Source: an optimization exercise on an open RTL-to-GDS flow (aim: small area). Production flows keep margins and buffers that such runs may drop.
At most, simulation tests tie the RTL to the original design; equivalence was not proved.
No functional check of the RTL was part of runs 2 to 4.
No activity file was given, so power comes from the tool's default toggle rates.

[flow/run.sh]
#!/bin/bash
# Own layout flow: the standard flow (standard.sh), with two changes:
#  - synthesis is the standard synthesis script with ABC's mapping script replaced by an
#    area-oriented one (flow/area.abc); registers are mapped before ABC, so their names and
#    cells are those of the standard synthesis;
#  - clock tree synthesis without dummy loads.
set -euo pipefail
W=$(pwd)
cat > "$W/own_synth.tcl" <<EOT
proc abc {args} {
  set i [lsearch -exact \$args -script]
  if {\$i >= 0} { set args [lreplace \$args \$i [expr {\$i + 1}] -script $W/flow/area.abc] }
  yosys abc {*}\$args
}
source $W/synth_recipe.tcl
EOT
bash "$W/standard.sh" "SYNTH_SCRIPT=$W/own_synth.tcl" \
  "CTS_ARGS=-sink_clustering_enable -repair_clock_nets -dont_use_dummy_load -buf_list {sky130_fd_sc_hd__clkbuf_4 sky130_fd_sc_hd__clkbuf_8} -root_buf sky130_fd_sc_hd__clkbuf_8" \
  finish > "$W/flow_make.log" 2>&1
[flow/area.abc]
strash
dch
amap
topo
[standard.sh]
#!/bin/bash
# synth_recipe.tcl (not shown) runs the flow's synth.tcl, then flattens the netlist and writes it again
# the make line also repeats each setting of config.mk as NAME=value (left out here)
make -C /OpenROAD-flow-scripts/flow DESIGN_CONFIG=/design/flow/config.mk WORK_HOME=/design/flow/orfs CLKGATE_MAP_FILE= SYNTH_SCRIPT=/design/flow/synth_recipe.tcl "${@:-finish}"
[config.mk]
export PLATFORM = sky130hd
export DESIGN_NAME = elephent
export DESIGN_NICKNAME = elephent
export VERILOG_FILES = /design/flow/design.v
export SDC_FILE = /design/flow/constraint.sdc
export NUM_CORES = 4
export LEC_CHECK = 0
export CAP_MARGIN = 20
export CORE_MARGIN = 2
export CORE_UTILIZATION = 40
export SLEW_MARGIN = 20
[constraint.sdc]
create_clock -name core_clock -period 10.0 [get_ports {clk}]
set_input_delay 2.0000 -clock core_clock [delete_from_list [all_inputs] [get_ports {clk}]]
set_output_delay 2.0000 -clock core_clock [all_outputs]
set_load 0.01 [all_outputs]
[design.v]
module elephent(
    input  clk,
    input  rst,
    input  onoff,
    output o
);
    reg [9:0] y_do; reg s_do;
    wire [9:0] x_do = y_do ^ 10'b1010101010;
    wire j_do = (x_do & 10'b0011111111) == 10'b0011111111;
    wire [9:0] n_do = {x_do[8:0], x_do[2] ^ x_do[9]};
    wire [9:0] m_do = {n_do[9], n_do[8], n_do[7], n_do[6], n_do[5], n_do[4], n_do[3], n_do[2], n_do[1], (j_do ? 1'b0 : n_do[0])};
    always @(posedge clk) begin
        if (rst) begin y_do <= 10'b1001010101; s_do <= 1'b0; end
        else begin y_do <= m_do ^ 10'b1010101010; s_do <= s_do ^ j_do; end
    end
    reg [9:0] y_re; reg s_re;
    wire [9:0] x_re = y_re ^ 10'b1010101010;
    wire j_re = (x_re & 10'b0111111111) == 10'b0110010001;
    wire [9:0] n_re = {x_re[8:0], x_re[0] ^ x_re[9]};
    wire [9:0] m_re = {n_re[9], n_re[8], n_re[7], n_re[6], n_re[5], n_re[4], n_re[3], n_re[2], n_re[1], (j_re ? 1'b1 : n_re[0])};
    always @(posedge clk) begin
        if (rst) begin y_re <= 10'b0100111011; s_re <= 1'b0; end
        else begin y_re <= m_re ^ 10'b1010101010; s_re <= s_re ^ j_re; end
    end
    reg [9:0] y_mi; reg s_mi;
    wire [9:0] x_mi = y_mi ^ 10'b1010101010;
    wire j_mi = (x_mi & 10'b1011011011) == 10'b0010010010;
    wire [9:0] n_mi = {x_mi[8:0], x_mi[0] ^ x_mi[9]};
    wire [9:0] m_mi = {n_mi[9], n_mi[8], n_mi[7], n_mi[6], n_mi[5], n_mi[4], (j_mi ? 1'b0 : n_mi[3]), n_mi[2], n_mi[1], n_mi[0]};
    always @(posedge clk) begin
        if (rst) begin y_mi <= 10'b1000011100; s_mi <= 1'b0; end
        else begin y_mi <= m_mi ^ 10'b1010101010; s_mi <= s_mi ^ j_mi; end
    end
    reg [9:0] y_sol; reg s_sol;
    wire [9:0] x_sol = y_sol ^ 10'b1010101010;
    wire j_sol = (x_sol & 10'b0111111011) == 10'b0010110010;
    wire [9:0] n_sol = {x_sol[8:0], x_sol[2] ^ x_sol[9]};
    wire [9:0] m_sol = {n_sol[9], n_sol[8], n_sol[7], n_sol[6], n_sol[5], n_sol[4], n_sol[3], n_sol[2], n_sol[1], (j_sol ? 1'b0 : n_sol[0])};
    always @(posedge clk) begin
        if (rst) begin y_sol <= 10'b0000011000; s_sol <= 1'b0; end
        else begin y_sol <= m_sol ^ 10'b1010101010; s_sol <= s_sol ^ j_sol; end
    end
    reg [9:0] y_la; reg s_la;
    wire [9:0] x_la = y_la ^ 10'b1010101010;
    wire j_la = (x_la & 10'b1101111001) == 10'b0000001000;
    wire [9:0] n_la = {x_la[8:0], x_la[0] ^ x_la[9]};
    wire [9:0] m_la = {n_la[9], n_la[8], n_la[7], n_la[6], n_la[5], n_la[4], n_la[3], n_la[2], n_la[1], (j_la ? 1'b1 : n_la[0])};
    always @(posedge clk) begin
        if (rst) begin y_la <= 10'b1010100100; s_la <= 1'b0; end
        else begin y_la <= m_la ^ 10'b1010101010; s_la <= s_la ^ j_la; end
    end
    reg [16:0] yc;
    wire [16:0] xc = yc ^ 17'b11011000111111111;
    wire last = (xc & 17'b11111101111111101) == 17'b01101101011111101;
    wire [16:0] nc = {xc[15:0], xc[11] ^ xc[16]};
    wire [16:0] mc = {nc[16], nc[15], nc[14], nc[13], nc[12], nc[11], (last ? 1'b0 : nc[10]), nc[9], nc[8], nc[7], nc[6], nc[5], nc[4], nc[3], nc[2], nc[1], nc[0]};
    always @(posedge clk)
        if (rst) yc <= 0;
        else if (onoff) yc <= mc ^ 17'b11011000111111111;
    reg [6:0] code;
    always @(posedge clk)
        if (rst || !onoff) code <= 7'd0;
        else if (last) code <= code + 7'd1;
    reg sp;
    always @(*)
        if (!onoff) sp = 0;
        else case (code)
            8, 16, 24, 34, 42, 50, 72, 88, 94, 98: sp = s_sol;
            36, 40, 52, 56, 100: sp = s_mi;
            38, 54, 60, 104: sp = s_re;
            64, 70, 80, 86, 96: sp = s_la;
            44, 58, 62, 66, 68, 75, 78, 82, 83, 84, 90, 108: sp = s_do;
            default: sp = 0;
        endcase
    assign o = sp;
endmodule
==> results of run 1 <==
[power groups by stage]
stage / combinational, W / clock, W / sequential [W]
finish: 0.0000254 / 0.000173 / 0.000340
global route: 0.0000298 / 0.000193 / 0.000342
CTS: 0.0000261 / 0.000182 / 0.000340
detailed placement: 0.0000260 / 0 / 0.000347
global placement: 0.0000252 / 0 / 0.000347
floorplan: 0.0000175 / 0 / 0.000345
[cells in the final DEF (no fill, tap or decap), types with 2 or more instances in the layout]
cell type / count
a21oi_1: 11
clkbuf_8: 9
nor3_1: 6
o21ai_0: 12
a22oi_1: 11
nor2_1: 66
nand4_1: 3
clkdlybuf4s50_1: 2
a31oi_1: 2
o22ai_1: 2
or4_1: 2
clkinv_1: 21
ha_1: 3
and4_1: 2
nor4b_1: 2
dfxtp_1: 79
a32oi_1: 2
nor4_1: 3
nand2_1: 24
nor2b_1: 4
a211oi_1: 8
nand3_1: 7
a2111oi_0: 2
and3_1: 2
[final timing paths]
kind | start | end | slack, ns | cells past startpoint
min | y_mi[2] | y_mi[3] | 0.37 | 1
min reg2reg | y_mi[2] | y_mi[3] | 0.37 | 1
max reg2reg | yc[16] | code[6] | 7.77 | 10
max | onoff | o | 3.74 | 4
[layout make-up]
type	count	area (um2)	share of cell area
Inverter	21	78.8	0.0273
Sequential cell	79	1580	0.548
Clock buffer	9	124	0.0429
Timing Repair Buffer	4	32.5	0.0113
Multi-Input combinational cell	184	972	0.337
Tap cell	77	96.3	0.0334
[per-stage QoR]
step	std cells	setup slack (ns)	util	power (W)	hold slack (ns)
after detailed placement	365	3.77	0.435	0.000373	0.360
after floorplan	284	5.49	-	0.000362	0.343
after CTS	374	3.77	0.454	0.000548	0.372
after global placement	365	3.83	0.435	0.000372	0.354
after global routing	374	3.55	0.454	0.000565	0.377
final	374	3.74	0.454	0.000539	0.366
[state kept, by name, indices dropped and copies added, names as in the netlist]
register / count
y_do: 10
y_la: 10
s_do: 1
s_sol: 1
y_sol: 10
s_re: 1
s_la: 1
y_mi: 10
y_re: 10
s_mi: 1
code: 7
yc: 17
[cells by family (layout without fill, tap and decap cells)]
family,count (synthesis),count (layout),synth area share
AND/OR/NAND/NOR,123,123,0.207
buffers and inverters,21,34,0.0299
adder cells (fa/ha/maj),3,3,0.0143
flip-flops,79,79,0.601
AO/OA/AOI/OAI,58,58,0.148
[synthesized netlist by cell type, drive strengths merged, types with 2 or more instances]
library cell,n,share of area
nor2b,4,0.0095
nor2,66,0.094
a32oi,2,0.0067
nand2,24,0.034
clkinv,21,0.030
a31oi,2,0.0048
o22ai,2,0.0048
nor4b,2,0.0067
or4,2,0.0057
and4,2,0.0067
a22oi,11,0.031
nand3,7,0.013
and3,2,0.0048
a211oi,8,0.023
nand4,3,0.0071
nor3,6,0.011
ha,3,0.014
a21oi,11,0.021
nor4,3,0.0071
a2111oi,2,0.0067
dfxtp,79,0.60
o21ai,12,0.023
[metal layers]
metal / GRT usage / up-vias / routed length [um]
met5: 0 / - / 0
met2: 0.212 / 25 / 1960
met1: 0.188 / 883 / 2350
met3: 0.0467 / 7 / 168
met4: 0.0779 / 0 / 78
li1: - / 1014 / -
==> summary.md, run 1 <==
| Metric | Value |
|---|---|
| Combinational power share | 0.047 |
| Area grow syn2layout | 9.60% |
| Clk buf depth | 2 |
| Row cnt | 29 |
| Peak VDD IR | 0.0000831 V |
| Post-DP Area | 2760 um2 |
| Via count | 1929 |
| Outcome | finished clean |
| Setup Buffers After CTS | 0 |
| Max Fanout on Critical Path | 20 |
| CP bufs+invs | 3 |
| First-pass GRT wire length | 8.28 mm |
| Unrepaired setup endpoints after global routing | no |
| CP cell instances | clkdlybuf4s50_1 > clkinv_1 > nor2_1 > clkdlybuf4s50_1 |
| Pwr dens | 187 nW/um2 |
| Crit-path leading delay family | buffers and inverters |
| Min cycle time layout | 6.26 ns |
| Detail Route Antenna Nets | 0 |
| Cell count after synthesis | 284 |
| CP most frequent cell | clkdlybuf4s50_1 |
| Via density | 5.16 |
| Syn Std Cell Area | 2630 um2 |
| Register bit total from synthesis | 79 |
| Clock net sink count | 79 |
| Total of max-cap violations | 0 |
| Fin crit share | 0.626 |
| Ant diodes | 0 |
| Kind of critical path | input pin to primary output |
| Vias in the first global route | 1891 |
| TritonCTS Buffers | 9 |
| Syn_nets | 290 |
| Ys Warns | 1 |
| Fillers | 604 |
| GRT overflow | 0 |
| Crit-path max cell delay | 0.89 ns |
| Max-Slew Margin vs Limit | 0.532 |
| GPL Wtd Cong | 0.799 |
| Total track usage | 0.144 |
| Dominant synthesized flop cell | dfxtp_1 |
| Initial core utilization | 0.415 |
| # DRC | 0 |
| Largest net degree at the start of global routing | 49 |
| Pint | 0.000422 W |
| Max Clk Rate | 0.160 GHz |
| Number of flops mapped to enable cells by yosys | 0 |
| CP arrival | 4.26 ns |
| Seq/Total Area, Yosys | 0.601 |
| Detailed-route wire length | 4.56 mm |
| Avg WL per Cell | 12.2 um |
| Core area | 6350 um2 |
| Pins Over Slew Limit | 0 |
| Clock Power Share | 0.322 |
| Initial antenna violation count | 0 |
| Sum of negative setup slack | 0 ns |
| Die height | 85.1 um |
| Slowest-stage cell, CP | clkdlybuf4s50_1 |
| Seq pwr share | 0.631 |
| Dpl hpwl | 3.01 mm |
| Htree depth | 3 |
| Leakage Power | 1.06 nW |
| Switch Pwr | 0.000117 W |
| Finish-stage setup viols | 0 |
| # port buffers | 3 |
| Initial DRC Count | 68 |
| Clock latency (worst-skew pair) | 0.34 ns |
| Hold Path Class | flip-flop to flip-flop |
| Top-Level Pins | 4 |
| Die ar. | 7250 um2 |
| CTS Root Cell | clkbuf_8 |
| Startpoint Class | input pin |
| Clock Skew | 0.0176 ns |
| Clock slew at reported path FFs | 0.08 ns |
| Final hold vios | 0 |
| Crit path capture type | primary output |
| Mean instance size in the synthesized netlist | 9.27 um2 |
| Die X | 85.1 um |
| Required @ worst endpoint | 8.00 ns |
| Worst-margin pin slew | 0.685 ns |
| Post-synthesis cell type count | 32 |
| Hold_buf cts | 0 |
| Sw Ratio | 0.217 |
| Resize count post-CTS | 0 |
| Share of cells above drive strength 1 | 0.0370 |
| Fin area | 2890 um2 |
| Fin nets | 305 |
| TritonRoute pass-1 iters | 4 |
| FFs w/ async S/R, synth | 0 |
| TritonCTS clock tree | done |
==> run 2: changes to the inputs <==
--- a/design.v
+++ b/design.v
@@ -55,10 +55,9 @@
     wire [16:0] nc = {xc[15:0], xc[11] ^ xc[16]};
     wire [16:0] mc = {nc[16], nc[15], nc[14], nc[13], nc[12], nc[11], (last ? 1'b0 : nc[10]), nc[9], nc[8], nc[7], nc[6], nc[5], nc[4], nc[3], nc[2], nc[1], nc[0]};
-    always @(posedge clk)
-        if (rst) yc <= 0;
-        else if (onoff) yc <= mc ^ 17'b11011000111111111;
+    wire adv = onoff & ~rst, hold = ~onoff & ~rst;
+    always @(posedge clk) yc <= ({17{adv}} & (mc ^ 17'b11011000111111111)) | ({17{hold}} & yc);
     reg [6:0] code;
     always @(posedge clk)
-        if (rst || !onoff) code <= 7'd0;
+        if (rst || !onoff) code <= 7'd35;
         else if (last) code <= code + 7'd1;
     reg sp;
@@ -66,9 +65,9 @@
         if (!onoff) sp = 0;
         else case (code)
-            8, 16, 24, 34, 42, 50, 72, 88, 94, 98: sp = s_sol;
-            36, 40, 52, 56, 100: sp = s_mi;
-            38, 54, 60, 104: sp = s_re;
-            64, 70, 80, 86, 96: sp = s_la;
-            44, 58, 62, 66, 68, 75, 78, 82, 83, 84, 90, 108: sp = s_do;
+            43, 51, 59, 69, 77, 85, 107, 123, 1, 5: sp = s_sol;
+            71, 75, 87, 91, 7: sp = s_mi;
+            73, 89, 95, 11: sp = s_re;
+            99, 105, 115, 121, 3: sp = s_la;
+            79, 93, 97, 101, 103, 110, 113, 117, 118, 119, 125, 15: sp = s_do;
             default: sp = 0;
         endcase
--- a/flow/run.sh
+++ b/flow/run.sh
@@ -16,4 +16,4 @@
 EOT
 bash "$W/standard.sh" "SYNTH_SCRIPT=$W/own_synth.tcl" \
-  "CTS_ARGS=-sink_clustering_enable -repair_clock_nets -dont_use_dummy_load -buf_list {sky130_fd_sc_hd__clkbuf_4 sky130_fd_sc_hd__clkbuf_8} -root_buf sky130_fd_sc_hd__clkbuf_8" \
+  "CTS_ARGS=-sink_clustering_enable -repair_clock_nets -dont_use_dummy_load -buf_list sky130_fd_sc_hd__clkbuf_4 -root_buf sky130_fd_sc_hd__clkbuf_4 -sink_clustering_size 20 -sink_clustering_max_diameter 100" \
   finish > "$W/flow_make.log" 2>&1
==> flow/area.abc (replaced) <==
strash
&get -n
&deepsyn -T 60
&put
dc2
dch
amap
topo
--- a/config.mk
+++ b/config.mk
@@ -8,4 +8,4 @@
 export CAP_MARGIN = 20
 export CORE_MARGIN = 2
-export CORE_UTILIZATION = 40
+export CORE_UTILIZATION = 85
 export SLEW_MARGIN = 20
==> run 2 against run 1 <==
Effect of this change: the flow now stops in global placement; synthesized cell count decreased by 5.3%; area after synthesis shrank 3.2%.
==> summary.md, run 2 <==
| Metric | Value |
|---|---|
| Number of flops mapped to enable cells by yosys | 0 (unchanged) |
| Outcome | did not finish |
| Initial core utilization | 0.908 (+0.494) |
| Post-synthesis cell type count | 29 (-9.4%) |
| Failed at | global placement |
| Dominant synthesized flop cell | dfxtp_1 |
| Count leader, synth | dfxtp_1 |
| Row cnt | 19 (-34%) |
| Seq/Total Area, Yosys | 0.621 (+0.0201) |
| Top-Level Pins | 4 (unchanged) |
| Error | [ERROR GPL-0301] Utilization 100.406 % exceeds 100%. |
| Synth cell count leaders | 79 x dfxtp_1, 53 x nor2_1, 28 x nand2_1 |
| Area contributors post-synth | dfxtp_1 62%, nor2_1 7.8%, nand2_1 4.1% |
| Share of the synthesized area in the top cell type | 0.621 (+0.0201) |
| Die height | 58.7 um (-31%) |
| Ys Warns | 1 (unchanged) |
| Mean instance size in the synthesized netlist | 9.47 um2 (+2.2%) |
| Post-synth top area cell | dfxtp_1 |
| Syn_nets | 275 (-5.2%) |
| FFs w/ async S/R, synth | 0 (unchanged) |
| # port buffers | 3 (unchanged) |
| Die X | 58.7 um (-31%) |
| Syn Std Cell Area | 2550 um2 (-3.2%) |
| Cell count after synthesis | 269 (-5.3%) |
| Register bit total from synthesis | 79 (unchanged) |
==> run 2: cell count changes after synthesis, sizes merged, moves of 3 or more <==
cell,previous run,this run
nor3,6,10
nor2,66,53
a32o,0,4
nand2,24,28
a21oi,11,5
a22oi,11,0
nand4,3,6
clkinv,21,27
o22ai,2,8
==> run 2: cell families after synthesis <==
kind of cell | count (synthesis) | synth area share
buffers and inverters | 27 | 0.0398
DFF | 79 | 0.621
and+or+nand+nor | 112 | 0.191
xor gates and xnor gates | 1 | 0.00344
AOI/OAI and AO/OA | 47 | 0.130
adders and majority gates | 3 | 0.0147
==> run 3: changes to the inputs <==
--- a/flow/run.sh
+++ b/flow/run.sh
@@ -16,4 +16,4 @@
 EOT
 bash "$W/standard.sh" "SYNTH_SCRIPT=$W/own_synth.tcl" \
-  "CTS_ARGS=-sink_clustering_enable -repair_clock_nets -dont_use_dummy_load -buf_list sky130_fd_sc_hd__clkbuf_4 -root_buf sky130_fd_sc_hd__clkbuf_4 -sink_clustering_size 20 -sink_clustering_max_diameter 100" \
+  "CTS_ARGS=-sink_clustering_enable -repair_clock_nets -dont_use_dummy_load" \
   finish > "$W/flow_make.log" 2>&1
--- a/config.mk
+++ b/config.mk
@@ -8,4 +8,4 @@
 export CAP_MARGIN = 20
 export CORE_MARGIN = 2
-export CORE_UTILIZATION = 85
+export CORE_UTILIZATION = 75
 export SLEW_MARGIN = 20
==> run 3 against run 2 <==
Effect of this change: the run now finishes clean; synthesized cell count stayed put; area after synthesis stayed put.
==> summary.md, run 3 <==
| Metric | Value |
|---|---|
| Outcome | finished clean |
| Peak VDD IR | 0.000157 V |
| Area grow syn2layout | 6.39% |
| Ys Warns | 1 (unchanged) |
| Hold slack final | 0.385 ns |
| Fillers | 219 |
| Most common cell after layout, fill and taps aside | dfxtp_1 |
| Dominant synthesized flop cell | dfxtp_1 |
| Sequential cell area | 1580 um2 |
| Number of flops mapped to enable cells by yosys | 0 (unchanged) |
| Reg2reg end | code[5] |
| Vias in the first global route | 1833 |
| Total track usage | 0.272 |
| Top-Level Pins | 4 (unchanged) |
| Worst-margin pin slew | 0.777 ns |
| R2r worst-path depth | 7 |
| Fin nets | 290 |
| Mean instance size in the synthesized netlist | 9.47 um2 (unchanged) |
| Final hold vios | 0 |
| Cell count after synthesis | 269 (unchanged) |
| Pwr dens | 184 nW/um2 |
| Initial antenna violation count | 0 |
| TritonCTS clock tree | done |
| Hold_buf cts | 0 |
| Seq/Total Area, Yosys | 0.621 (unchanged) |
| Resize count post-CTS | 0 |
| Clk buf depth | 2 |
| Required @ worst endpoint | 8.00 ns |
| Syn_nets | 275 (unchanged) |
| # DRC | 0 |
| Initial core utilization | 0.769 (-0.139) |
| TritonRoute pass-1 iters | 4 |
| Clock net sink count | 79 |
| Pins Over Slew Limit | 0 |
| TritonCTS Buffers | 9 |
| GRT overflow | 0 |
| Commonest cells after routing, fill and taps aside | 79 x dfxtp_1, 53 x nor2_1, 28 x nand2_1, 27 x clkinv_1 |
| Core Util, Final | 0.819 |
| Total of max-cap violations | 0 |
| Clock slew at reported path FFs | 0.11 ns |
| Via count | 1891 |
| Unrepaired setup endpoints after global routing | no |
| Clock Skew | 0.0194 ns |
| Avg WL per Cell | 13.9 um |
| Ant diodes | 0 |
| Leakage Power | 1.02 nW |
| Register bit total from synthesis | 79 (unchanged) |
| Core area | 3310 um2 |
| Area contributors post-synth | dfxtp_1 62%, nor2_1 7.8%, nand2_1 4.1% |
| Crit path capture type | primary output |
| R2R Path Start | yc[5] |
| Initial DRC Count | 150 |
| Finish-stage setup viols | 0 |
| Die X | 62.3 um (+6.0%) |
| WHS Endpoint | y_la[3] |
| Reg2Reg Setup Slack | 7.33 ns |
| First-pass GRT wire length | 8.30 mm |
| Count leader, synth | dfxtp_1 |
| Design Power | 0.000500 W |
| Post-synth top area cell | dfxtp_1 |
| Detailed-route wire length | 4.56 mm |
| Max Clk Rate | 0.182 GHz |
| Flip-flop count of the largest register after layout | 17 |
| Syn Std Cell Area | 2550 um2 (unchanged) |
| Biggest register | yc |
| Die ar. | 3880 um2 |
| Die height | 62.3 um (+6.0%) |
| FFs w/ async S/R, synth | 0 (unchanged) |
| Hold Path Class | flip-flop to flip-flop |
| Hold Path Stages | 1 |
| Share of cells above drive strength 1 | 0.0355 |
| Multi-input logic area | 865 um2 |
| Clock latency (worst-skew pair) | 0.40 ns |
| GPL Wtd Cong | 0.868 |
| Post-synthesis cell type count | 29 (unchanged) |
| Via density | 5.77 |
| Htree depth | 3 |
| Setup Buffers After CTS | 0 |
| CP arrival | 3.50 ns |
| Synth cell count leaders | 79 x dfxtp_1, 53 x nor2_1, 28 x nand2_1 |
| Kind of critical path | input pin to primary output |
| Startpoint Class | input pin |
| Row cnt | 21 (+2) |
| Max Fanout on Critical Path | 10 |
| Min cycle time layout | 5.50 ns |
| Largest net degree at the start of global routing | 37 |
| Max-Slew Margin vs Limit | 0.479 |
| Dpl hpwl | 2.92 mm |
| Sum of negative setup slack | 0 ns |
| CTS Root Cell | clkbuf_4 |
| Fin crit share | 0.550 |
| Share of the synthesized area in the top cell type | 0.621 (unchanged) |
| Detail Route Antenna Nets | 0 |
| HP Start | y_la[2] |
| # port buffers | 3 (unchanged) |
[run 3: cell counts after synthesis]
Identical to the previous run, type by type.
[run 3: per-stage QoR]
stage / worst slack [ns] / std cells / cell area (um2)
4_1_cts: 4.50 / 328 / 2710
3_3_place_gp: 4.51 / 319 / 2640
3_5_place_dp: 4.49 / 319 / 2640
6_report: 4.50 / 328 / 2710
2_1_floorplan: 5.49 / 269 / 2550
5_1_grt: 4.40 / 328 / 2710
[run 3: how the worst max path moves through the flow]
stage	depth (start not counted)	endpoint	startpoint
finish	4	o	onoff
global route	4	o	onoff
CTS	4	o	onoff
detailed placement	4	o	onoff
global placement	4	o	onoff
floorplan	2	o	onoff
[run 3: cells by family (layout without fill, tap and decap cells)]
group / Yosys count / in the layout / share of synthesized area
compound gates: 47 / 47 / 0.130
flops: 79 / 79 / 0.621
xor+xnor: 1 / 1 / 0.00344
fa+ha+maj: 3 / 3 / 0.0147
buf+inv: 27 / 40 / 0.0398
simple gates: 112 / 112 / 0.191
[run 3: cell type report]
cell class	count	share of cell area
clock buffer	9	0.0249
inverter	27	0.0374
multi-input combinational	163	0.319
sequential	79	0.584
tap	46	0.0212
timing repair buffer	4	0.0139
[run 3: layer usage]
metal,vias up,routed length [um],GRT usage
met4,0,91,0.117
met3,12,189,0.0616
met1,875,2220,0.364
met5,-,0,0
met2,40,2060,0.428
li1,964,-,-
[run 3: critical path, cell delays in order]
cell and delay, ns:
clkdlybuf4s50_1 0.46, clkinv_1 0.23, nor3_1 0.25, clkdlybuf4s50_1 0.57
[run 3: where the power goes]
part / internal (W) / total [W] / switching [W]
Clock: 0.0000420 / 0.000132 / 0.0000897
Combinational: 0.0000105 / 0.0000269 / 0.0000163
Sequential: 0.000331 / 0.000341 / 0.00000992
==> run 4: changes to the inputs <==
--- a/flow/run.sh
+++ b/flow/run.sh
@@ -17,3 +17,4 @@
 bash "$W/standard.sh" "SYNTH_SCRIPT=$W/own_synth.tcl" \
   "CTS_ARGS=-sink_clustering_enable -repair_clock_nets -dont_use_dummy_load" \
+  "BUFFER_PORTS_ARGS=-buffer_cell sky130_fd_sc_hd__buf_1" \
   finish > "$W/flow_make.log" 2>&1
==> run 4 against run 3 <==
Effect of this change: still clean; register-to-register slack is essentially flat; non-clock buffer count is the same; via count shrank 5.0%; final area shrank 0.69%; first-iteration DRC count shrank 3.3%; clock skew grew 0.0038 ns; flip-flop and latch count is the same; sequential power is essentially flat; utilization shrank 0.57 points; final cell count is the same; critical path type unchanged; largest cell class unchanged; largest power group unchanged.
==> summary.md, run 4 <==
| Metric | Value |
|---|---|
| Synth cell count leaders | 79 x dfxtp_1, 53 x nor2_1, 28 x nand2_1 |
| Sum of negative setup slack | 0 ns (unchanged) |
| Max Clk Rate | 0.212 GHz (+17%) |
| Max-Slew Margin vs Limit | 0.518 (+0.0390) |
| Total of max-cap violations | 0 (unchanged) |
| Unrepaired setup endpoints after global routing | no |
| Post-synth top area cell | dfxtp_1 |
| Most common cell after layout, fill and taps aside | dfxtp_1 |
| TritonRoute pass-1 iters | 4 (unchanged) |
| GPL Wtd Cong | 0.846 (-2.5%) |
| Clock Skew | 0.0232 ns (+0.00384 ns) |
| Hold_buf cts | 0 (unchanged) |
| Max Fanout on Critical Path | 10 (unchanged) |
| Hold Path Class | flip-flop to flip-flop |
| Die ar. | 3880 um2 (unchanged) |
| # port buffers | 3 (unchanged) |
| Kind of critical path | input pin to primary output |
| Pwr dens | 184 nW/um2 (about the same) |
| Setup Buffers After CTS | 0 (unchanged) |
| WHS Endpoint | y_la[8] |
| GRT overflow | 0 (unchanged) |
| Ys Warns | 1 (unchanged) |
| Fin nets | 290 (unchanged) |
| Clock slew at reported path FFs | 0.12 ns (about the same) |
| Share of cells above drive strength 1 | 0.0355 (unchanged) |
| Leakage Power | 1.01 nW (-0.75%) |
| HP Start | y_la[7] |
| Reg2reg end | code[5] |
| Clk buf depth | 2 (unchanged) |
| Worst-margin pin slew | 0.719 ns (-0.0582 ns) |
| # DRC | 0 (unchanged) |
| FFs w/ async S/R, synth | 0 (unchanged) |
| First-pass GRT wire length | 7.56 mm (-8.9%) |
| Hold slack final | 0.361 ns (-0.0235 ns) |
| Hold Path Stages | 1 (unchanged) |
| Row cnt | 21 (unchanged) |
| TritonCTS clock tree | done |
| Share of the synthesized area in the top cell type | 0.621 (unchanged) |
| Multi-input logic area | 865 um2 (unchanged) |
| CTS Root Cell | clkbuf_4 |
| Via density | 5.48 (-5.0%) |
| TritonCTS Buffers | 9 (unchanged) |
| Outcome | finished clean |
| Startpoint Class | input pin |
| Total track usage | 0.254 (-0.0178) |
| Htree depth | 3 (unchanged) |
| Initial core utilization | 0.769 (unchanged) |
| Final hold vios | 0 (unchanged) |
| Core area | 3310 um2 (unchanged) |
| Fin crit share | 0.471 (-0.0795) |
| Area grow syn2layout | 5.65% |
| Avg WL per Cell | 12.6 um (-9.5%) |
| Finish-stage setup viols | 0 (unchanged) |
| Peak VDD IR | 0.000135 V (-14%) |
| Flip-flop count of the largest register after layout | 17 (unchanged) |
| Ant diodes | 0 (unchanged) |
| Syn Std Cell Area | 2550 um2 (unchanged) |
| Fillers | 240 (+9.6%) |
| R2r worst-path depth | 7 (unchanged) |
| Biggest register | yc |
| Min cycle time layout | 4.71 ns (-0.795 ns) |
| Clock latency (worst-skew pair) | 0.41 ns (about the same) |
| Required @ worst endpoint | 8.00 ns (about the same) |
| Seq/Total Area, Yosys | 0.621 (unchanged) |
| Count leader, synth | dfxtp_1 |
| Initial DRC Count | 145 (-3.3%) |
| Detail Route Antenna Nets | 0 (unchanged) |
| Register bit total from synthesis | 79 (unchanged) |
| Commonest cells after routing, fill and taps aside | 79 x dfxtp_1, 53 x nor2_1, 28 x nand2_1, 27 x clkinv_1 |
| CP arrival | 2.71 ns (-0.79 ns) |
| Syn_nets | 275 (unchanged) |
| Cell count after synthesis | 269 (unchanged) |
| Sequential cell area | 1580 um2 (unchanged) |
| Largest net degree at the start of global routing | 37 (unchanged) |
| Detailed-route wire length | 4.12 mm (-9.5%) |
| Dominant synthesized flop cell | dfxtp_1 |
| Area contributors post-synth | dfxtp_1 62%, nor2_1 7.8%, nand2_1 4.1% |
| Die height | 62.3 um (unchanged) |
| Post-synthesis cell type count | 29 (unchanged) |
| Dpl hpwl | 2.83 mm (-3.1%) |
| R2R Path Start | yc[5] |
| Reg2Reg Setup Slack | 7.33 ns (about the same) |
| Number of flops mapped to enable cells by yosys | 0 (unchanged) |
| Die X | 62.3 um (unchanged) |
| Mean instance size in the synthesized netlist | 9.47 um2 (unchanged) |
| Initial antenna violation count | 0 (unchanged) |
| Pins Over Slew Limit | 0 (unchanged) |
| Top-Level Pins | 4 (unchanged) |
| Clock net sink count | 79 (unchanged) |
| Crit path capture type | primary output |
| Via count | 1797 (-5.0%) |
| Resize count post-CTS | 0 (unchanged) |
| Vias in the first global route | 1772 (-3.3%) |
[run 4: cell counts after synthesis]
Identical to the previous run, type by type.
[run 4: routing by layer]
metal	wire length [um]	share of wire	track usage
met1	2150	0.52	0.330
met2	1770	0.43	0.378
met3	100	0.024	0.0688
met4	110	0.027	0.161
met5	0	0	0
[run 4: layout make-up]
type | count | share of cell area
Timing Repair Buffer | 4 | 0.00697
Clock buffer | 9 | 0.0251
Multi-Input combinational cell | 163 | 0.321
Inverter | 27 | 0.0377
Tap cell | 46 | 0.0214
Sequential cell | 79 | 0.588
[run 4: how the worst max path moves through the flow]
stage,start,to,cells after the start
after floorplan,onoff,o,2
after global placement,onoff,o,4
after detailed placement,onoff,o,4
after CTS,onoff,o,4
after global routing,onoff,o,4
final,onoff,o,4
[run 4: power by group]
part,switching [W],total [W],internal [W]
clock,0.0000883,0.000130,0.0000419
sequential,0.00000894,0.000340,0.000331
combinational,0.0000155,0.0000256,0.0000100
[run 4: critical path, cell delays in order]
cell	delay, ns
buf_1	0.07
clkinv_1	0.21
nor3_1	0.24
buf_1	0.18
[run 4: logic make-up (layout without fill, tap and decap cells)]
group	Yosys count	count (layout)	share of synthesized area
adders and majority gates	3	3	0.0147
AOI/OAI and AO/OA	47	47	0.130
buffers and inverters	27	40	0.0398
DFF	79	79	0.621
xor gates and xnor gates	1	1	0.00344
and+or+nand+nor	112	112	0.191
[run 4: through the flow]
step | power, W | setup WS [ns] | cells | util | instance area [um2]
after floorplan | 0.000364 | 5.49 | 269 | - | 2550
after global placement | 0.000371 | 5.29 | 319 | 0.793 | 2620
after detailed placement | 0.000373 | 5.29 | 319 | 0.793 | 2620
after CTS | 0.000499 | 5.29 | 328 | 0.813 | 2690
after global routing | 0.000516 | 5.20 | 328 | 0.813 | 2690
final | 0.000496 | 5.29 | 328 | 0.813 | 2690
==> run 5: changes to the inputs <==
--- a/design.v
+++ b/design.v
@@ -55,9 +55,10 @@
     wire [16:0] nc = {xc[15:0], xc[11] ^ xc[16]};
     wire [16:0] mc = {nc[16], nc[15], nc[14], nc[13], nc[12], nc[11], (last ? 1'b0 : nc[10]), nc[9], nc[8], nc[7], nc[6], nc[5], nc[4], nc[3], nc[2], nc[1], nc[0]};
-    wire adv = onoff & ~rst, hold = ~onoff & ~rst;
-    always @(posedge clk) yc <= ({17{adv}} & (mc ^ 17'b11011000111111111)) | ({17{hold}} & yc);
+    always @(posedge clk)
+        if (rst) yc <= 0;
+        else if (onoff) yc <= mc ^ 17'b11011000111111111;
     reg [6:0] code;
     always @(posedge clk)
-        if (rst || !onoff) code <= 7'd35;
+        if (rst || !onoff) code <= 7'd0;
         else if (last) code <= code + 7'd1;
     reg sp;
@@ -65,9 +66,9 @@
         if (!onoff) sp = 0;
         else case (code)
-            43, 51, 59, 69, 77, 85, 107, 123, 1, 5: sp = s_sol;
-            71, 75, 87, 91, 7: sp = s_mi;
-            73, 89, 95, 11: sp = s_re;
-            99, 105, 115, 121, 3: sp = s_la;
-            79, 93, 97, 101, 103, 110, 113, 117, 118, 119, 125, 15: sp = s_do;
+            8, 16, 24, 34, 42, 50, 72, 88, 94, 98: sp = s_sol;
+            36, 40, 52, 56, 100: sp = s_mi;
+            38, 54, 60, 104: sp = s_re;
+            64, 70, 80, 86, 96: sp = s_la;
+            44, 58, 62, 66, 68, 75, 78, 82, 83, 84, 90, 108: sp = s_do;
             default: sp = 0;
         endcase
==> run.sh (new file) <==
#!/bin/bash
# synth_recipe.tcl (not shown) runs the flow's synth.tcl, then flattens the netlist and writes it again
# the make line also repeats each setting of config.mk as NAME=value (left out here)
make -C /OpenROAD-flow-scripts/flow DESIGN_CONFIG=/design/flow/config.mk WORK_HOME=/design/flow/orfs CLKGATE_MAP_FILE= SYNTH_SCRIPT=/design/flow/synth_recipe.tcl finish
--- a/config.mk
+++ b/config.mk
@@ -8,4 +8,4 @@
 export CAP_MARGIN = 20
 export CORE_MARGIN = 2
-export CORE_UTILIZATION = 75
+export CORE_UTILIZATION = 40
 export SLEW_MARGIN = 20
removed: flow/run.sh
removed: flow/area.abc
removed: standard.sh
==> run 5 against run 4 <==
Effect of this change: critical endpoint unchanged; still clean on timing, DRC and antenna; power up 24%; largest cell class unchanged; utilization down 36 points; final area up 15%; first-iteration DRC count down 54%; flip-flop and latch count unchanged; clock power up 87%.
==> summary.md, run 5 <==
| Metric | Value |
|---|---|
| Avg WL per Cell | 11.2 um (-11%) |
| Die height | 87.7 um (+41%) |
| Clock latency (worst-skew pair) | 0.34 ns (-0.07 ns) |
| Die ar. | 7700 um2 (+98%) |
| TritonRoute pass-1 iters | 4 (unchanged) |
| Syn_nets | 286 (+4.0%) |
| First-pass GRT wire length | 7.57 mm (about the same) |
| Detailed-route wire length | 4.25 mm (+3.0%) |
| Final hold vios | 0 (unchanged) |
| Seq/Total Area, Yosys | 0.564 (-0.0568) |
| Dominant synthesized flop cell | dfxtp_1 |
| Cell count after synthesis | 280 (+4.1%) |
| Sum of negative setup slack | 0 ns (unchanged) |
| Fillers | 660 (+180%) |
| Combinational power share | 0.047 (-0.005) |
| Post-synth top area cell | dfxtp_1 |
| Min cycle time layout | 6.14 ns (+1.43 ns) |
| CP arrival | 4.14 ns (+1.43 ns) |
| Max Fanout on Critical Path | 18 (+8) |
| Synth cell count leaders | 79 x dfxtp_1, 62 x nor2_1, 22 x nand2b_1 |
| Worst-margin pin slew | 0.839 ns (+0.120 ns) |
| Area grow syn2layout | 10.4% |
| Post-Layout Cell Count | 379 (+16%) |
| Syn Std Cell Area | 2800 um2 (+10%) |
| Design Power | 0.000615 W (+24%) |
| Pint | 0.000484 W (+26%) |
| Kind of critical path | input pin to primary output |
| TritonCTS Buffers | 9 (unchanged) |
| Biggest register | yc |
| Share of cells above drive strength 1 | 0.0636 (+0.0281) |
| Detail Route Antenna Nets | 0 (unchanged) |
| Leakage Power | 1.20 nW (+19%) |
| # port buffers | 3 (unchanged) |
| FFs w/ async S/R, synth | 0 (unchanged) |
| CTS Root Cell | clkbuf_8 |
| Seq pwr share | 0.558 (-0.128) |
| Outcome | finished clean |
| Core Util, Final | 0.456 (-0.357) |
| Htree depth | 3 (unchanged) |
| Hold_buf cts | 0 (unchanged) |
| Number of flops mapped to enable cells by yosys | 0 (unchanged) |
| Unrepaired setup endpoints after global routing | no |
| Area contributors post-synth | dfxtp_1 56%, nor2_1 8.3%, nand2b_1 4.9% |
| CP most frequent cell | clkdlybuf4s50_1 |
| Finish-stage setup viols | 0 (unchanged) |
| Fin crit share | 0.614 (+0.143) |
| Mean instance size in the synthesized netlist | 10.0 um2 (+5.7%) |
| Initial core utilization | 0.413 (-0.357) |
| Flip-flop count of the largest register after layout | 17 (unchanged) |
| TritonCTS clock tree | done |
| Sw Ratio | 0.212 (-0.0151) |
| Max-Slew Margin vs Limit | 0.439 (-0.0789) |
| GRT overflow | 0 (unchanged) |
| Total track usage | 0.129 (-0.125) |
| Peak VDD IR | 0.0000611 V (-55%) |
| Hold Path Class | flip-flop to flip-flop |
| Placed cells | 365 (+14%) |
| Row cnt | 30 (+43%) |
| Crit-path max cell delay | 1.02 ns (+0.78 ns) |
| Post-synthesis cell type count | 38 (+31%) |
| Register bit total from synthesis | 79 (unchanged) |
| Switch Pwr | 0.000131 W (+16%) |
| Top-Level Pins | 4 (unchanged) |
| Ant diodes | 0 (unchanged) |
| Sequential cell area | 1580 um2 (unchanged) |
| Setup Buffers After CTS | 0 (unchanged) |
| Resize count post-CTS | 0 (unchanged) |
| Largest net degree at the start of global routing | 74 (+100%) |
| Dpl hpwl | 2.63 mm (-7.2%) |
| Hold slack final | 0.373 ns (+0.0125 ns) |
| Multi-input logic area | 1150 um2 (+33%) |
| Via density | 4.65 (-15%) |
| Clk buf depth | 2 (unchanged) |
| Clock Power Share | 0.395 (+0.132) |
| Fin nets | 286 (-1.4%) |
| Slowest-stage cell, CP | clkdlybuf4s50_1 |
| # DRC | 0 (unchanged) |
| Required @ worst endpoint | 8.00 ns (about the same) |
| Die X | 87.7 um (+41%) |
| CP cell instances | clkdlybuf4s50_1 > inv_1 > a31oi_1 > clkdlybuf4s50_1 |
| Most common cell after layout, fill and taps aside | dfxtp_1 |
| Clock net sink count | 79 (unchanged) |
| GPL Wtd Cong | 0.778 (-8.0%) |
| Total of max-cap violations | 0 (unchanged) |
| Startpoint Class | input pin |
| Reg2Reg Setup Slack | 8.06 ns (+0.73 ns) |
| Commonest cells after routing, fill and taps aside | 79 x dfxtp_1, 62 x nor2_1, 22 x nand2b_1, 12 x xor2_1, 12 x mux2i_1 |
| Core area | 6790 um2 (+110%) |
| Via count | 1761 (-2.0%) |
| Vias in the first global route | 1609 (-9.2%) |
| Clock Skew | 0.0102 ns (-0.0130 ns) |
| Pwr dens | 199 nW/um2 (+7.8%) |
| Share of the synthesized area in the top cell type | 0.564 (-0.0568) |
| Max Clk Rate | 0.163 GHz (-23%) |
| Ys Warns | 1 (unchanged) |
| Clock slew at reported path FFs | 0.07 ns (-0.05 ns) |
| Pins Over Slew Limit | 0 (unchanged) |
| Initial antenna violation count | 0 (unchanged) |
| Count leader, synth | dfxtp_1 |
| Crit path capture type | primary output |
| Initial DRC Count | 67 (-54%) |
-- run 5: cell types whose count changed after synthesis, moves of 9 or more --
cell      previous run  this run
clkbuf_1             0        11
clkinv_1            27         0
mux2i_1              0        12
nand2_1             28         7
nand2b_1             0        22
nor2_1              53        62
nor3_1              10         0
xor2_1               1        12
-- run 5: path summary, 6_finish.rpt --
check,start,to,cells after the start
max,onoff,o,4
min,y_mi[8],y_mi[9],1
max reg2reg,yc[15],code[5],5
min reg2reg,y_mi[8],y_mi[9],1
-- run 5: area by class of cell --
type	count	share of cell area
Sequential cell	79	0.511
Multi-Input combinational cell	183	0.372
Clock buffer	10	0.0412
Tap cell	96	0.0388
Clock inverter	4	0.0234
Timing Repair Buffer	4	0.0105
Inverter	3	0.00364
-- run 5: critical path, delay by kind of cell --
family | cells | cell delay (ns)
buf+inv | 3 | 1.89
compound gates | 1 | 0.25
-- run 5: stage by stage --
step           setup WS [ns]  instance area (um2)
2_1_floorplan           5.22                 2800
3_3_place_gp            3.89                 2900
3_5_place_dp            3.87                 2900
4_1_cts                 3.87                 3100
5_1_grt                 3.79                 3100
6_report                3.86                 3100
-- run 5: layer usage --
metal,track usage,vias to the layer above,wire length [um]
met1,0.182,803,2350
met3,0.0377,8,106
met5,0,-,0
li1,-,933,-
met4,0.0895,0,76
met2,0.167,17,1710
-- run 5: cell families (layout without fill, tap and decap cells) --
family | count (synthesis) | in the layout | share of synthesized area
and+or+nand+nor | 128 | 128 | 0.244
DFF | 79 | 79 | 0.564
AOI/OAI and AO/OA | 21 | 21 | 0.0509
xor gates and xnor gates | 18 | 18 | 0.0562
buffers and inverters | 18 | 21 | 0.0254
muxes | 12 | 12 | 0.0428
adders and majority gates | 4 | 4 | 0.0170
-- run 5: power by group through the flow --
| stage | Clock (W) | Combinational [W] | Sequential (W) |
|---|---|---|---|
| 4_1_cts | 0.000252 | 0.0000295 | 0.000343 |
| 5_1_grt | 0.000268 | 0.0000333 | 0.000345 |
| 3_5_place_dp | 0 | 0.0000293 | 0.000350 |
| 3_3_place_gp | 0 | 0.0000287 | 0.000350 |
| 6_report | 0.000243 | 0.0000290 | 0.000343 |
| 2_1_floorplan | 0 | 0.0000255 | 0.000347 |

## what the ideal ports hide
The results above use ideal ports. As a check the final layouts listed here were re-extracted and re-timed, cells and wires unchanged.
Step 1 sets driving cells, clkbuf_16 on the clock port and buf_2 on the other inputs (assumed; they add their load-dependent delay and slew).
Step 2 also shifts input and output timing later by t, the mid clock arrival at the registers, as if the neighbouring blocks saw the same clock.
a / b / c = no drivers / after step 1 / after step 2; a / b = the first two.
run | shift t [ns] | setup slack, ns | latest minus earliest clock arrival (ns) | worst register clock-pin slew, ns | pins driven straight from the clock port
run 1 | 0.359 | 3.735 / 3.713 / 3.713 | 0.019 / 0.019 | 0.08 / 0.08 | 1
run 3 | 0.409 | 4.496 / 4.474 / 4.474 | 0.023 / 0.023 | 0.11 / 0.11 | 1
run 4 | 0.425 | 5.291 / 5.269 / 5.269 | 0.024 / 0.024 | 0.12 / 0.12 | 1
run 5 | 0.362 | 3.858 / 3.833 / 3.833 | 0.013 / 0.013 | 0.08 / 0.08 | 1
After both steps setup and hold are still met in every run listed. For run 5, which loses most, drivers alone change the setup slack by -0.025 ns; drivers and shift together by -0.025 ns.
